This design comes from an exercise in tuning for small area on the open sky130 flow, not from production work. Only simulation tests tie the RTL to the original design; equivalence was not proved. Power and IR drop assume default switching activity.

==> flow/design.v (excerpt) <==
module cpu#(
  parameter CLOCK_HZ = 27_000_000
) (
  input  rst,
  input  clk,
  input  irq,
  output dmem_ren,
  output dmem_wen,
  output dmem_byt,
  output [14-1:0] dmem_addr,
  input  [15:0] dmem_rdata,
  output [15:0] dmem_wdata,
  output pmem_wenh, pmem_wenl,
  output [14-1:0] pmem_addr,
  input  [17:0] pmem_rdata,
  output [17:0] pmem_wdata
);
Settings: LEC_CHECK=0, CAP_MARGIN=20, CORE_MARGIN=2, CORE_UTILIZATION=45, CTS_BUF_LIST=sky130_fd_sc_hd__clkbuf_8, CTS_CLUSTER_DIAMETER=50, CTS_CLUSTER_SIZE=16, SLEW_MARGIN=20, SYNTH_HIERARCHICAL=1; clock period 11.5 ns.
standard.sh (not shown) runs the stock make flow with config.mk's settings and CLKGATE_MAP_FILE= SYNTH_SCRIPT=/design/flow/synth_recipe.tcl, a recipe that flattens the netlist after the stock synthesis.
==> flow/flow/run.sh <==
#!/bin/bash
set -euo pipefail
bash standard.sh \
  "BUFFER_PORTS_ARGS=-buffer_cell sky130_fd_sc_hd__buf_1" \
  "CTS_ARGS=-sink_clustering_enable -repair_clock_nets -sink_clustering_size 30 -sink_clustering_max_diameter 60 -buf_list sky130_fd_sc_hd__clkbuf_16 -dont_use_dummy_load" \
  finish > flow.log 2>&1
==> next run, changes <==
==> flow/flow/run.sh (replaced) <==
#!/bin/bash
set -euo pipefail
bash standard.sh \
  "BUFFER_PORTS_ARGS=-buffer_cell sky130_fd_sc_hd__buf_1" \
  "CTS_ARGS=-sink_clustering_enable -repair_clock_nets -sink_clustering_size 16 -sink_clustering_max_diameter 50 -buf_list sky130_fd_sc_hd__clkbuf_8 -dont_use_dummy_load" \
  finish > flow.log 2>&1
Effect: The changed run finished clean. Synthesized cell count does not change. Routed wire length went up by 0.67%. Final area decreases by 0.39%. Worst hold slack stays flat. Combinational power barely changes. Final cell count increases by 0.77%. Via count rises by 0.63%.

---

Setup of job 3091:
Another version of the RTL of cpu (not shown whole).
Size: ~2600 cells after synthesis, roughly 640 flip-flops.
Settings: LEC_CHECK=0, CAP_MARGIN=10, CORE_MARGIN=2, CORE_UTILIZATION=45, CTS_BUF_LIST=sky130_fd_sc_hd__clkbuf_8, CTS_CLUSTER_DIAMETER=50, CTS_CLUSTER_SIZE=16, SLEW_MARGIN=10, SYNTH_HIERARCHICAL=1; clock period 11.5 ns.
==> flow/flow/run.sh <==
#!/bin/bash
set -euo pipefail
bash standard.sh \
  "BUFFER_PORTS_ARGS=-buffer_cell sky130_fd_sc_hd__buf_1" \
  "CTS_ARGS=-sink_clustering_enable -repair_clock_nets -sink_clustering_size 20 -sink_clustering_max_diameter 60 -buf_list sky130_fd_sc_hd__clkbuf_8 -dont_use_dummy_load" \
  finish > flow.log 2>&1
The inputs of job 3426 differ from those of job 3091 as listed below.
--- a/flow/flow/run.sh
+++ b/flow/flow/run.sh
@@ -5,0 +6 @@
+  "RECOVER_POWER=100" \
## What came out
The flow completed for job 3426, but it is not clean: the layout still shows capacitance limit, slew limit. Job 3426 against job 3091: share of the final layout cell area in sequential cells barely changed; final non-filler cell area did not really move. Max worst hold margin across job 3091 and job 3426: job 3426. Compare job 3091 and job 3426 | count of final max-slew check failures lower: job 3091. Between job 3426 and job 3091, it is job 3426 whose part of the total power dissipated in combinational logic is higher, by 0.9 points. Job 3091 and job 3426 ended up with roughly the same final cell utilization of the core.
Input changes introduced in job 9433 (baseline for comparison: job 3426):
Settings: CAP_MARGIN changed from 10 to 20; SLEW_MARGIN changed from 10 to 20.
--- a/flow/flow/run.sh
+++ b/flow/flow/run.sh
@@ -6 +5,0 @@
-  "RECOVER_POWER=100" \
Findings:
- On internal cell power, job 9433 does better than job 3426.
- Maximum clock frequency is higher on job 3426
- Against job 3426 as the reference, job 9433 delivers a lower slack of the critical path.
- Residual DRC count: job 9433 vs job 3426, no meaningful difference
- Comparing job 3426 with job 9433, the peak supply drop came out essentially unchanged.
- Lower relative contribution of the clock network to total power among job 9433 and job 3426: job 3426
- Job 9433 finished all stages; the layout is clean.
- Side by side, minimum clock period turned out higher in job 9433 than in job 3426.
- Re proportion of power drawn by combinational gates: job 3426 was higher than job 9433.
- Comparing number of non-clock buffers in the layout for job 9433 and job 3426, the bigger number came from job 9433.
[inputs] job 948 vs job 9433
==> flow/flow/run.sh <==
#!/bin/bash
set -euo pipefail
bash standard.sh \
  "BUFFER_PORTS_ARGS=-buffer_cell sky130_fd_sc_hd__buf_1" \
  "CTS_ARGS=-sink_clustering_enable -repair_clock_nets -sink_clustering_size 18 -sink_clustering_max_diameter 60 -buf_list sky130_fd_sc_hd__clkbuf_8 -dont_use_dummy_load" \
  finish > flow.log 2>&1
## What came out
- Job 948: all stages complete, timing, DRC and antenna checks passed
- Every stage of the flow completed for job 9433, and the final layout passed the timing, design-rule and antenna checks.
- On net load switching power, job 948 and job 9433 are basically level.
- Compared job 948 against job 9433; sequential cell area within noise.
- | design area | job 948 vs job 9433 | ≈ equal |
- Compared with job 9433, job 948 shows detailed-routed wire length on met2 that has gone down slightly.
- Diff job 9433 -> job 948 | post-route met1 wirelength | up slightly
- Comparing job 948 against job 9433, there is no change at all in sum of buffers and inverters on the critical path.
- Final period demand of the worst path for job 948: 4.8 ps down relative to job 9433
- The run with more setup slack is job 948; job 9433 has less.
- Higher area overhead of the layout relative to synthesis was reported by job 948, not job 9433.
- Looking at job 948 and job 9433, the wire length is a wash.

---

## cedar
cpu, a different RTL version from the one above (not shown whole).
For scale: ~610 flip-flops, ~100 I/O pins.
clock: 11.5 ns
lec_check: 0
cap_margin: 20
core_margin: 2
core_utilization: 40
slew_margin: 20
synth_hierarchical: 1
run.sh (not shown) runs the stock make flow with config.mk's settings and CLKGATE_MAP_FILE= SYNTH_SCRIPT=/design/flow/synth_recipe.tcl, a recipe that flattens the netlist after the stock synthesis.
Stock flow here: none of the scripts above is used.
cedar completed every stage of the flow, and the final layout passed the timing, design-rule and antenna checks.
The inputs of zinc differ from those of cedar as listed below.
--- a/flow/config.mk
+++ b/flow/config.mk
@@ -8,5 +8,5 @@
 export CAP_MARGIN = 20
 export CORE_MARGIN = 2
-export CORE_UTILIZATION = 40
+export CORE_UTILIZATION = 65
 export SLEW_MARGIN = 20
 export SYNTH_HIERARCHICAL = 1
--- outcome ---
Relative to cedar, share of cell area taken by flip-flops and latches has gone up in zinc. Highest net fanout along the worst path went up by more than 10% going from cedar to zinc. The final area in zinc sits 2.2% below the value recorded for cedar. Compared with cedar, zinc shows via count that has gone up by a few percent. zinc vs. cedar: detailed placer's ending HPWL increased 6.3%; cell area after placement decreased 1.6%.

---

Another version of the RTL of cpu (not shown whole).
Size in the first run: roughly 2600 cells after synthesis, about 29000 um2 of cells after synthesis.
Settings: LEC_CHECK=0, CAP_MARGIN=10, CORE_MARGIN=2, CORE_UTILIZATION=50, CTS_BUF_LIST=sky130_fd_sc_hd__clkbuf_8, CTS_CLUSTER_DIAMETER=50, CTS_CLUSTER_SIZE=16, SLEW_MARGIN=10, SYNTH_HIERARCHICAL=1; clock period 11.5 ns.
standard.sh (not shown) runs the stock make flow with config.mk's settings and CLKGATE_MAP_FILE= SYNTH_SCRIPT=/design/flow/synth_recipe.tcl, a recipe that flattens the netlist after the stock synthesis.
==> flow/flow/run.sh <==
#!/bin/bash
set -euo pipefail
bash standard.sh \
  "BUFFER_PORTS_ARGS=-buffer_cell sky130_fd_sc_hd__buf_1" \
  "CTS_ARGS=-sink_clustering_enable -repair_clock_nets -sink_clustering_size 18 -sink_clustering_max_diameter 55 -buf_list sky130_fd_sc_hd__clkbuf_8 -dont_use_dummy_load" \
  finish > flow.log 2>&1
The starting point completed without violations.
Rerun with:
==> flow/flow/run.sh (replaced) <==
#!/bin/bash
set -euo pipefail
bash standard.sh \
  "BUFFER_PORTS_ARGS=-buffer_cell sky130_fd_sc_hd__buf_1" \
  "CTS_ARGS=-sink_clustering_enable -repair_clock_nets -sink_clustering_size 20 -sink_clustering_max_diameter 60 -buf_list sky130_fd_sc_hd__clkbuf_8 -dont_use_dummy_load" \
  finish > flow.log 2>&1
CORE_UTILIZATION = 45   (was 50)
- The changed run produced a clean layout
- cell area grows by 0.45%
- routed wire length rose by 4.6%
- power went up by 0.84%
- setup slack is worse by 0.093 ns
- fmax decreases by 0.84%

---

## before
Another version of the RTL of cpu (not shown whole).
For scale: ~3100 cells after synthesis, roughly 610 flip-flops, roughly 100 I/O pins.
Settings: LEC_CHECK=0, CAP_MARGIN=20, CORE_MARGIN=2, CORE_UTILIZATION=45, CTS_BUF_LIST=sky130_fd_sc_hd__clkbuf_8, CTS_CLUSTER_DIAMETER=50, CTS_CLUSTER_SIZE=16, SLEW_MARGIN=20, SYNTH_HIERARCHICAL=1; clock period 11.5 ns.
run.sh (not shown) runs the stock make flow with config.mk's settings and CLKGATE_MAP_FILE= SYNTH_SCRIPT=/design/flow/synth_recipe.tcl, a recipe that flattens the netlist after the stock synthesis.
Stock flow here: none of the scripts above is used.
[inputs] after vs before
diff --git a/flow/config.mk b/flow/config.mk
--- a/flow/config.mk
+++ b/flow/config.mk
@@ -10 +10 @@
-export CORE_UTILIZATION = 45
+export CORE_UTILIZATION = 60
@@ -12,2 +12,2 @@
-export CTS_CLUSTER_DIAMETER = 50
-export CTS_CLUSTER_SIZE = 16
+export CTS_CLUSTER_DIAMETER = 60
+export CTS_CLUSTER_SIZE = 20
[summary]
- Half-perimeter wire length of the detailed placement result of after is on par with before.
- Hold slack: after better than before
- The flow did not stop early for after: all stages ran, and the layout cleared the timing, design-rule and antenna checks.
- Between before and after, the flow reports wire length decreasing by a few percent.
- On after: minimum clock period is 0.10 ns lower than what before gave.
- The lower detailed route wirelength on metal2 came out of before.

-- re-timing with driven ports --
The results above use ideal ports. As a check the final layouts listed here were re-extracted and re-timed, cells and wires unchanged.
Step 1, drivers: a clkbuf_16 drives clk and a buf_2 each remaining input, both assumed.
Step 2 times the ports against the registers' clock, not the clock port: input delays grow and output delays shrink by t, the midpoint of the rising clock arrivals with the driver on.
a / b / c = ideal / step 1 / step 2; a / b = the first two.
run | t, ns | slack for setup (ns) | slew at the worst register clock pin (ns)
the first run of note 1 | 0.627 | 0.404 / 0.340 / 0.966 | 0.10 / 0.10
the second run of note 1 | 0.691 | 0.392 / 0.338 / 1.028 | 0.10 / 0.10
job 3091 | 0.702 | 0.407 / 0.342 / 1.044 | 0.12 / 0.12
job 3426 | 0.702 | 0.438 / 0.373 / 1.057 | 0.12 / 0.12
job 9433 | 0.703 | 0.365 / 0.299 / 1.002 | 0.12 / 0.12
job 948 | 0.712 | 0.370 / 0.305 / 1.017 | 0.11 / 0.11
cedar | 0.657 | 0.634 / 0.572 / 1.229 | 0.07 / 0.07
zinc | 0.685 | 0.484 / 0.418 / 1.103 | 0.07 / 0.07
the first run of note 4 | 0.700 | 0.491 / 0.433 / 1.133 | 0.11 / 0.11
the second run of note 4 | 0.724 | 0.398 / 0.332 / 1.055 | 0.12 / 0.12
before | 0.738 | 0.193 / 0.129 / 0.867 | 0.10 / 0.10
after | 0.718 | 0.295 / 0.233 / 0.950 | 0.12 / 0.12
